This design comes from an exercise in tuning for small area and a short achievable clock period on the open sky130 flow, not from production work. Only simulation tests tie the RTL to the original design; equivalence was not proved. Power is estimated from default activity; no workload was simulated.

==> run.sh <==
#!/bin/bash
# synth_recipe.tcl (not shown) runs the flow's synth.tcl, then flattens the netlist and writes it again
# the make line also repeats each setting of config.mk as NAME=value (left out here)
make -C /OpenROAD-flow-scripts/flow DESIGN_CONFIG=/design/flow/config.mk WORK_HOME=/design/flow/orfs CLKGATE_MAP_FILE= SYNTH_SCRIPT=/design/flow/synth_recipe.tcl finish
==> config.mk <==
export PLATFORM = sky130hd
export DESIGN_NAME = timer_top
export DESIGN_NICKNAME = timer_top
export VERILOG_FILES = /design/flow/design.v
export SDC_FILE = /design/flow/constraint.sdc
export NUM_CORES = 4
export LEC_CHECK = 0
export CAP_MARGIN = 20
export CORE_MARGIN = 2
export CORE_UTILIZATION = 40
export SLEW_MARGIN = 20
==> constraint.sdc <==
create_clock -name core_clock -period 5.5 [get_ports {sys_clk}]
set_input_delay 1.1000 -clock core_clock [delete_from_list [all_inputs] [get_ports {sys_clk}]]
set_output_delay 1.1000 -clock core_clock [all_outputs]
set_load 0.01 [all_outputs]
==> design.v <==
module apb_slave(	input wire	clk	,
		        input wire 	rst_n	,
	       	        input wire 	psel	,
	       	        input wire 	penable	,
		        input wire	pwrite	,
		 	output reg	pready	,
			output wire	wr_en	,
       			output wire 	rd_en   );
	reg [1:0]cnt;
	assign wr_en = psel & pwrite & penable	;
	assign rd_en = psel & ~pwrite & penable	;
	always @(posedge clk or negedge rst_n) begin
		if(!rst_n) begin
			cnt    <= 2'b0;
			pready <= 1'b0;
		end else if(psel & penable & (cnt == 2'b0)) begin
			pready <= 1'b0;
		end else if(psel) begin
			if(cnt == 2) begin
				cnt    <= 2'b0;
				pready <= 1'b1;
			end else begin
				cnt    <= cnt + 1'b1;
				pready <= 1'b0;
			end
		end else if(penable) begin
			if(cnt == 2 - 1) begin
				cnt    <= 2'b0;
				pready <= 1'b1;		
			end else begin
				cnt    <= cnt + 1'b1;
				pready <= 0;
			end
		end else begin
			pready <= 1'b0;
		end
	end
endmodule
module register(input wire 		clk        	,
		input wire 		rst_n      	,
		input wire 		wr_en      	,
		input wire 		rd_en      	,
		input wire 		halt_ack   	,
		input wire      	int_st     	,
		input wire	[63:0]  cnt        	,
		input wire	[11:0]  paddr      	,
		input wire	[3 :0]  pstrb      	,
		input wire  	[31:0]  pwdata     	,
		output reg    	[31:0]  prdata     	,
		output reg    	[3 :0]  div_val    	,
		output reg 	       	div_en     	,
		output wire	       	tdr0_wr_sel	,
		output wire	       	tdr1_wr_sel	,
		output reg	       	timer_en   	,	       
		output wire	       	tim_pslverr    	,
		output reg	       	halt_req   	,
		output reg		int_en     	,	 
		output wire 		tisr_wr_sel	,
		output wire	[63:0]	tcmp		,
		output wire 		cnt_clr			
	);
	parameter TCR_OFFSET   = 12'h00;
	parameter TDR0_OFFSET  = 12'h04;
	parameter TDR1_OFFSET  = 12'h08;
	parameter TCMP0_OFFSET = 12'h0C;
	parameter TCMP1_OFFSET = 12'h10;
	parameter TIER_OFFSET  = 12'h14;
	parameter TISR_OFFSET  = 12'h18;	
	parameter THCSR_OFFSET = 12'h1C;
	wire tcr_sel  	;
	wire tdr0_sel 	;
	wire tdr1_sel 	;
	wire tcmp0_sel	;
	wire tcmp1_sel	;
	wire tier_sel 	;
	wire tisr_sel 	;
	wire thcsr_sel	;
	assign tcr_sel   = wr_en & (paddr == TCR_OFFSET  )	; 
	assign tdr0_sel  = wr_en & (paddr == TDR0_OFFSET )	;
	assign tdr1_sel  = wr_en & (paddr == TDR1_OFFSET )	; 
	assign tcmp0_sel = wr_en & (paddr == TCMP0_OFFSET)	; 
	assign tcmp1_sel = wr_en & (paddr == TCMP1_OFFSET)	; 
	assign tier_sel  = wr_en & (paddr == TIER_OFFSET )	; 
	assign tisr_sel  = wr_en & (paddr == TISR_OFFSET )	; 
	assign thcsr_sel = wr_en & (paddr == THCSR_OFFSET)	; 
	reg[31:0] tcmp0, tcmp1;
	reg timer_en_d;
	wire timer_en_neg;
	wire err_div_en, err_div_val;
	always @(posedge clk or negedge rst_n) begin
		if(!rst_n) begin
			div_val  <= 4'h1		;
			div_en   <= 1'b0		;
			timer_en <= 1'b0		;
			tcmp0    <= 32'hFFFF_FFFF	;
			tcmp1    <= 32'hFFFF_FFFF	;
			int_en   <= 1'b0		;
			halt_req <= 1'b0		;	
		end else if(wr_en) begin
                        case(paddr)
				 TCR_OFFSET: begin
					 timer_en <= ~tim_pslverr & pstrb[0] ? pwdata[0] : timer_en				;	
					 div_en   <= ~tim_pslverr & pstrb[0] ? pwdata[1] : div_en				;
					 div_val  <= ~tim_pslverr & pstrb[1] & (pwdata[11:8] <= 4'h8) ? pwdata[11:8] : div_val	;
                                 end
                                 TCMP0_OFFSET: begin
                                         tcmp0[31:24]  <= pstrb[3] ? pwdata[31:24] : tcmp0[31:24]	;
                                         tcmp0[23:16]  <= pstrb[2] ? pwdata[23:16] : tcmp0[23:16]	;
                                         tcmp0[15: 8]  <= pstrb[1] ? pwdata[15: 8] : tcmp0[15: 8]	;
                                         tcmp0[7 : 0]  <= pstrb[0] ? pwdata[7 : 0] : tcmp0[7 : 0]	;
                                 end
                                 TCMP1_OFFSET: begin
                                         tcmp1[31:24]  <= pstrb[3] ? pwdata[31:24] : tcmp1[31:24]	;
                                         tcmp1[23:16]  <= pstrb[2] ? pwdata[23:16] : tcmp1[23:16]	;
                                         tcmp1[15: 8]  <= pstrb[1] ? pwdata[15: 8] : tcmp1[15: 8]	;
                                         tcmp1[7 : 0]  <= pstrb[0] ? pwdata[7 : 0] : tcmp1[7 : 0]	;
                                 end
                                 TIER_OFFSET: begin
                                         int_en <= pstrb[0] ? pwdata[0] : int_en	;
                                 end
                                 THCSR_OFFSET: begin
                                         halt_req <= pstrb[0] ? pwdata[0] : halt_req	;
                                 end
                                 default: begin
 					  div_val  <= div_val      ;
                                          div_en   <= div_en       ;
                                          timer_en <= timer_en     ;
                                          tcmp0    <= tcmp0        ;
                                          tcmp1    <= tcmp1        ;
                                          int_en   <= int_en       ;
                                          halt_req <= halt_req     ;
                                 end
                        endcase
		end else begin
 					  div_val  <= div_val      ;
                                          div_en   <= div_en       ;
                                          timer_en <= timer_en     ;
                                          tcmp0    <= tcmp0        ;
                                          tcmp1    <= tcmp1        ;
                                          int_en   <= int_en       ;
                                          halt_req <= halt_req     ;
		end
	end
	always @(*) begin
		if(rd_en) begin
			case(paddr) 	
				TCR_OFFSET  	: prdata = {20'h0, div_val, 6'b0, div_en, timer_en}	;
				TDR0_OFFSET 	: prdata = cnt[31: 0] 					;
		       		TDR1_OFFSET 	: prdata = cnt[63:32] 					;
				TCMP0_OFFSET	: prdata = tcmp0					;
				TCMP1_OFFSET	: prdata = tcmp1					;
				TIER_OFFSET 	: prdata = {31'h0, int_en}				;	
				TISR_OFFSET 	: prdata = {31'h0, int_st}				;	
				THCSR_OFFSET	: prdata = {30'h0, halt_ack, halt_req}			;
				default     	: prdata = 32'h0					; 
			endcase
		end else 	  	      	  prdata = 32'h0					;
	end		
	assign tdr0_wr_sel = tdr0_sel;
	assign tdr1_wr_sel = tdr1_sel;
	assign tisr_wr_sel = tisr_sel;
	assign tcmp = {tcmp1, tcmp0};
	assign err_div_en  = tcr_sel & timer_en & pstrb[0] & (pwdata[1] != div_en);
	assign err_div_val = (tcr_sel & timer_en & pstrb[1] & (pwdata[11:8] != div_val)) | (tcr_sel & pstrb[1] & (pwdata[11:8] > 4'h8));
	assign tim_pslverr = err_div_en | err_div_val;
	always @(posedge clk or negedge rst_n) begin
		if(!rst_n) timer_en_d <= 1'b0		;
		else       timer_en_d <= timer_en	; 
	end
	assign timer_en_neg = ~timer_en & timer_en_d;
	assign cnt_clr 	    = timer_en_neg;
endmodule
module counter(	input wire 		clk		,
       		input wire 		rst_n		,
		input wire 		cnt_en		,
		input wire 		tdr0_wr_sel	,
		input wire 	[3 :0]  pstrb		,
		input wire 		tdr1_wr_sel	,
		input wire 	[31:0] 	pwdata		,
		input wire		cnt_clr		,
		output reg	[63:0]	cnt		);
		always @(posedge clk or negedge rst_n) begin
			if(!rst_n) 		cnt 		<= 64'h0					;
			else if(cnt_clr)	cnt 		<= 64'h0					;
			else if(tdr0_wr_sel) begin 	
						cnt	[7 : 0] <= pstrb[0] ? pwdata[7 : 0] : cnt[7 : 0]	;
						cnt	[15: 8] <= pstrb[1] ? pwdata[15: 8] : cnt[15: 8]	;
						cnt	[23:16] <= pstrb[2] ? pwdata[23:16] : cnt[23:16]	;
						cnt	[31:24] <= pstrb[3] ? pwdata[31:24] : cnt[31:24]	;
			end else if(tdr1_wr_sel) begin 	
						cnt	[39:32] <= pstrb[0] ? pwdata[7 : 0] : cnt[39:32]	;
						cnt	[47:40] <= pstrb[1] ? pwdata[15: 8] : cnt[47:40]	;
						cnt	[55:48] <= pstrb[2] ? pwdata[23:16] : cnt[55:48]	;
						cnt	[63:56] <= pstrb[3] ? pwdata[31:24] : cnt[63:56]	;
			end else if(cnt_en)	cnt 		<= cnt + 1'b1					;
			else 			cnt 		<= cnt						;
		end
endmodule
module counter_mode(
			input wire 		clk		,
			input wire 		rst_n		,
			input wire 		div_en		,
		    	input wire	[3:0]	div_val		,
			input wire		halt_req	,
		    	input wire 		timer_en	,
			input wire		dbg_mode	,
			output reg		halt_ack	,
    			output wire 		cnt_en		);
	wire 		init_cnt	; 
	wire		normal_mode	;
	wire 		mode0		; 
	wire 		ctrl_mode	; 
	reg	[7:0] 	limit		;
	reg	[7:0]	cnt_limit	; 
	always @(*) begin
		case(div_val)
			4'b0001:	limit = 1	;
			4'b0010:	limit = 3	;
			4'b0011:	limit = 7	;
			4'b0100:	limit = 15	;
			4'b0101:	limit = 31	;
			4'b0110:	limit = 63	;
			4'b0111:	limit = 127	;
			4'b1000:	limit = 255	;
			default: 	limit = 0	;
		endcase
	end
	wire halt_mode;
	assign halt_mode   = halt_req & dbg_mode;
	always @(posedge clk or negedge rst_n) begin
		if(!rst_n) halt_ack <= 1'b0	;
		else 	   halt_ack <= halt_mode;
	end	
	assign init_cnt    = ((cnt_limit == limit) & ~halt_mode) | ~div_en | ~timer_en	;
	assign normal_mode = timer_en & ~div_en						;
	assign mode0       = timer_en & div_en & (div_val == 0)				;
       	assign ctrl_mode   = timer_en & div_en & (div_val != 0) & ~halt_mode		;
	always @(posedge clk or negedge rst_n) begin
		if(!rst_n) 		cnt_limit <= 8'h0		;
		else if(init_cnt)	cnt_limit <= 8'h0		;
		else if(halt_mode) 	cnt_limit <= cnt_limit		;
		else if(ctrl_mode) 	cnt_limit <= cnt_limit + 1'b1	;
		else 			cnt_limit <= cnt_limit		;
	end
	assign cnt_en = (normal_mode | mode0 | (ctrl_mode & (cnt_limit == limit))) & ~halt_mode;
endmodule
module interrupt(input wire 		clk		,
		 input wire 		rst_n		,
		 input wire	[63:0] 	cnt		,
		 input wire 	[63:0]	tcmp		,
		 input wire 		int_en		,
		 input wire 		tisr_wr_sel	,
		 input wire 	[31:0]	pwdata  	,
		 input wire 	[3: 0]  pstrb		,
		 output reg 		int_st		,	
		 output wire 		tim_int		);
	wire int_set, int_clr;
        assign int_set = (cnt == tcmp) ? 1 : 0; 
	assign int_clr = ((int_st == 1'b1) & tisr_wr_sel & pstrb[0] & (pwdata[0] == 1'b1));
	always @(posedge clk or negedge rst_n) begin
		if(!rst_n) 		int_st <= 1'b0	;
		else if(int_clr) 	int_st <= 1'b0	;
		else if(int_set)	int_st <= 1'b1	;
		else 			int_st <= int_st;
	end
	assign tim_int = int_st & int_en;
endmodule
module timer_top(	input wire 		sys_clk		,
			input wire 		sys_rst_n	,
			input wire 		tim_psel	,
			input wire 		tim_penable	,
			input wire 		tim_pwrite	,
			input wire	[3 :0]	tim_pstrb	,
			input wire 	[31:0]	tim_pwdata	,
			input wire 	[11:0] 	tim_paddr	,
			input wire 		dbg_mode	,
			output wire 	[31:0]  tim_prdata	,
			output wire		tim_int		,
			output wire 		tim_pready	,
			output wire 		tim_pslverr	);
	wire wr_en, rd_en;
	wire timer_en, div_en, cnt_en, cnt_clr;
	wire [63:0] cnt, tcmp;
	wire [3 :0] div_val;
	wire halt_req, int_st, int_en, tdr0_wr_sel, tdr1_wr_sel, tisr_wr_sel, halt_ack;
	apb_slave 	apb_slave_dut(	.clk	(sys_clk)	,
					.rst_n	(sys_rst_n)	,
					.psel	(tim_psel)	,
					.pwrite	(tim_pwrite)	,
					.penable(tim_penable)	,
					.wr_en	(wr_en)		,
					.pready	(tim_pready)	,
					.rd_en	(rd_en)		);
	register 	register_dut(	.clk		(sys_clk)	,
					.rst_n		(sys_rst_n)	,
					.wr_en		(wr_en)		,
					.rd_en		(rd_en)		,
					.paddr		(tim_paddr)	,
					.pwdata		(tim_pwdata)	,
					.tim_pslverr	(tim_pslverr)	,
					.cnt		(cnt)		,
					.pstrb		(tim_pstrb)	,
					.halt_req	(halt_req)	,
					.halt_ack	(halt_ack)	,
					.int_st		(int_st)	,
					.prdata		(tim_prdata)	,
					.div_en		(div_en)	,
					.div_val	(div_val)	,
					.int_en		(int_en)	,
					.timer_en	(timer_en)	,
					.tdr0_wr_sel	(tdr0_wr_sel)	,
					.tdr1_wr_sel	(tdr1_wr_sel)	,
					.tisr_wr_sel	(tisr_wr_sel)	,
					.cnt_clr	(cnt_clr)	,
					.tcmp		(tcmp)		);
	interrupt 	interrupt_dut(	.clk		(sys_clk)	,
					.rst_n		(sys_rst_n)	,
					.cnt		(cnt)		,
					.tcmp		(tcmp)		,
					.int_en		(int_en)	,
					.tisr_wr_sel	(tisr_wr_sel)	,
					.pwdata		(tim_pwdata)	,
					.int_st		(int_st)	,
					.pstrb		(tim_pstrb)	,
					.tim_int	(tim_int)	);
	counter_mode 	counter_mode_dut(	.clk		(sys_clk)	,
						.rst_n		(sys_rst_n)	,
						.div_en		(div_en)	,
						.div_val	(div_val)	,
						.halt_req	(halt_req)	,
						.halt_ack	(halt_ack)	,
						.dbg_mode	(dbg_mode)	,
						.timer_en	(timer_en)	,
						.cnt_en		(cnt_en)	);
	counter 	counter_dut(	.clk		(sys_clk)	,
					.rst_n		(sys_rst_n)	,
					.cnt_en		(cnt_en)	,
					.tdr0_wr_sel	(tdr0_wr_sel)	,
					.tdr1_wr_sel	(tdr1_wr_sel)	,
					.pwdata		(tim_pwdata)	,
					.cnt_clr	(cnt_clr)	,
					.pstrb		(tim_pstrb)	,
					.cnt		(cnt)		);	
endmodule
==> metrics.md <==
| Metric | Value |
|---|---|
| Status | `finished clean` |
| Synthesized instance count | `between 1000 and 1500` |
| Drt drc | `0` |
| Top-count cell post-synth | `nand2_1` |
| Placed Area | `between 0.01 and 0.015 sq mm` |
| Global-route wire length before repair | `62.8 mm` |
| Crit Path Category | `input pin to output port` |
| Slew headroom | `22.2%` |
| Detailed-route via count | `about 11000` |
| Footprint of the multi-input gates | `about 0.0064 sq mm` |
| Sink Count | `150` |
| Pin count of the biggest net entering global routing | `59` |
| CTS tree | `built` |
| Die Wd | `168 microns` |
| Setup Fix Bufs, Post-CTS | `0` |
| Worst Setup Start Kind | `input pin` |
| Post-synth EDFFs | `0` |
| Root Buffer | `clkbuf_16` |
| DRT iter0 DRCs | `approximately 1400` |
| Antenna violations before repair | `0` |
| H-tree depth | `4` |
| Static leakage | `between 4 and 5 nW` |
| Total Power | `approximately 2.5 mW` |
| Fin cells | `roughly 1600` |
| Final nets | `between 1000 and 1500` |
| Fraction of layout cells with a size suffix above 1 | `between 20 and 25%` |
| Syn avg cell area | `around 8.9 sq um` |
| Critical path arrival | `a little over 4000 ps` |
| Setup TNS | `0 ps` |
| CP Data Required Time | `4400 ps` |
| Final wirelength | `40.7 mm` |
| FF+latch area | `roughly 0.0038 sq mm` |
| PD cells | `roughly 200 mW/mm^2` |
| Worst min-delay path class | `flop to flop` |
| Core area | `around 0.027 sq mm` |
| Clk buf depth | `2` |
| Dpl cells | `between 1500 and 2000` |
| Final setup violation count | `0` |
| Wire per inst | `approximately 26 microns` |
| Post-DP HPWL | `28.5 mm` |
| I/O pins | `between 80 and 90` |
| Max-slew violation total from the final report | `0` |
| Synth area leaders | `dfrtp_1, dfstp_2, mux2_2` |
| Grt total ovfl | `0` |
| CTS resizes | `0` |
| Clock-pin slew on the worst setup and hold paths | `~70 ps` |
| Max Cap Viol | `0` |
| Fin area | `about 0.012 sq mm` |
| Top_reg_cell synth | `dfrtp_1` |
| Fill cell count | `roughly 2600` |
| YS warnings | `5` |
| Fmax | `between 150 and 200 MHz` |
| IO Port Bufs | `88` |
| Top-area cell type share of the netlist area | `19.7%` |
| Final Cycle Share | `93.7%` |
| Worst Tran Pin Value | `between 1000 and 1500 ps` |
| Gp weighted congestion | `1.02` |
| Post-synth ARST share | `100%` |
| P&R area growth vs syn | `15.8%` |
| Total track usage | `28.7%` |
| Clk_skew | `around 13 ps` |
| Die area | `between 0.02 and 0.03 sq mm` |
| Endpoint class of the critical path | `output port` |
| Synth cell count leaders | `nand2_1, dfrtp_1, a21oi_1` |
| Initial Util | `40.3%` |
| Clock latency on the worst-skew pair | `440 ps` |
| Netlist cell types | `91` |
| Cell area after synthesis | `around 0.011 sq mm` |
| Vias in the first global route | `~10000` |
| Vias per cell | `~6.7` |
| CP max FO | `32` |
| FF+latch count, synth | `150` |
| Post-synthesis sequential area ratio | `between 30 and 40%` |
| Peak VDD IR | `roughly 210 uV` |
| Num CTS Buffers | `17` |
| Syn nets | `1262` |
| RSZ-0062 raised after global routing | `no` |
| Final hold vios | `0` |
| Final Critical Period | `between 5000 and 6000 ps` |
| Final ANT Viol Nets | `0` |
| Chip height | `between 150 and 200 microns` |
| Antenna Cells | `0` |
| Std-Cell Rows | `60` |
| Pre-antenna DRT Iters | `8` |
| Cts hold-fix bufs | `0` |
| Leading area contributor after synthesis | `dfrtp_1` |
[registers in the layout, indices dropped and copies added (netlist names), 2 cells and up]
signal	cells
counter_mode_dut.cnt_limit	8
apb_slave_dut.cnt	2
counter_dut.cnt	64
register_dut.tcmp1	32
register_dut.tcmp0	32
register_dut.div_val	4
[worst max-delay path, cell delays in order]
cell,delay [ps]
clkdlybuf4s50_1,410
or4_1,580
nor3_2,310
nand2_1,230
nor3_2,230
buf_12,260
a22oi_1,120
a31oi_1,250
clkdlybuf4s50_1,570
[metrics by stage]
step / hold slack [ps] / setup WS, ps / utilization [%]
6_report: 533 / 345 / 46.7
2_1_floorplan: 465 / 1300 / -
3_5_place_dp: 532 / 360 / 44.4
5_1_grt: 552 / 220 / 46.7
3_3_place_gp: 512 / 411 / 44.4
4_1_cts: 540 / 354 / 46.7
[cell type report]
class | instances | area share (%)
Clock buffer | 20 | 3.74
Clock inverter | 12 | 1.14
Inverter | 7 | 0.211
Multi-Input combinational cell | 945 | 51.4
Sequential cell | 150 | 30.7
Tap cell | 341 | 3.42
Timing Repair Buffer | 119 | 9.34
[report_power, final]
group          switching [mW]  total [mW]  internal (mW)
Combinational          0.0759       0.128         0.0516
Sequential            0.00567        1.12           1.11
Clock                   0.533        1.25          0.713
[metal layers]
metal  vias up  global-route usage, %  part of all wire, %
met3        97                   5.24                  9.7
met1      5297                   40.9                   43
met4         0                   11.2                  3.6
met2       641                   43.1                   44
li1       4670                      -                    -
met5         -                      0                    0
[path summary, 6_finish.rpt]
| path | start | endpoint | slack [ps] | cells past startpoint |
|---|---|---|---|---|
| setup / recovery | tim_paddr[9] | tim_prdata[0] | 350 | 9 |
| hold / removal | interrupt_dut.int_st$_DFFE_PN0P_ | interrupt_dut.int_st$_DFFE_PN0P_ | 530 | 1 |
| setup reg to reg | register_dut.timer_en$_DFFE_PN0P_ | counter_dut.cnt[45]$_DFFE_PN0P_ | 2040 | 8 |
| hold reg to reg | interrupt_dut.int_st$_DFFE_PN0P_ | interrupt_dut.int_st$_DFFE_PN0P_ | 530 | 1 |
| max in group asynchronous | sys_rst_n | counter_dut.cnt[48]$_DFFE_PN0P_ | 3670 | 2 |
| min in group asynchronous | sys_rst_n | interrupt_dut.int_st$_DFFE_PN0P_ | 650 | 1 |
[cells by family after synthesis]
logic type / count (synthesis) / share of synthesized area [%]
buf+inv: 111 / 5.12
xor+xnor: 78 / 6.34
fa+ha+maj: 2 / 0.232
compound gates: 325 / 20.7
simple gates: 461 / 23.6
mux: 79 / 8.41
flops: 150 / 35.6
[layout by cell type (no fill, tap or decap), types with 7 or more instances in the layout]
cell	instances
a21o_1	10
a21oi_1	71
a22oi_1	60
a31o_2	11
a31oi_1	26
and2_1	20
and3_1	22
and4_1	12
buf_4	27
clkbuf_16	17
clkdlybuf4s50_1	87
dfrtp_1	85
dfstp_2	65
inv_1	7
mux2_1	9
mux2_2	65
nand2_1	123
nand3_1	52
nand4_1	36
nor2_1	43
nor2b_1	10
nor3_1	46
nor4_1	37
o21ai_0	29
o21ai_1	7
o22ai_1	21
o31ai_1	19
o41ai_1	12
xnor2_1	70
xor2_1	8

-- afterwards: timing with drivers on the ports --
The flow's constraints put no driver on any port. The routed layout listed below was extracted and timed again, unchanged, in two steps.
Step 1 sets driving cells, clkbuf_16 on the clock port and buf_2 on the other inputs (assumed; they add their load-dependent delay and slew).
Step 2 adds t to the input delays and takes it off the output delays; t is the mean of the earliest and latest rising clock arrival at the registers after step 1. Input paths then give back, and output paths get back, about the clock's delay inside the block.
Three values: no drivers, after step 1, after step 2; two values: the first two.
t (ns): 0.485
slack for setup (ns): 0.345 / 0.317 / 0.317
worst setup path after step 2: input to output
After both steps this run still meets setup and hold. The setup slack of this run moves by -0.028 ns with the drivers and by -0.028 ns with both steps.
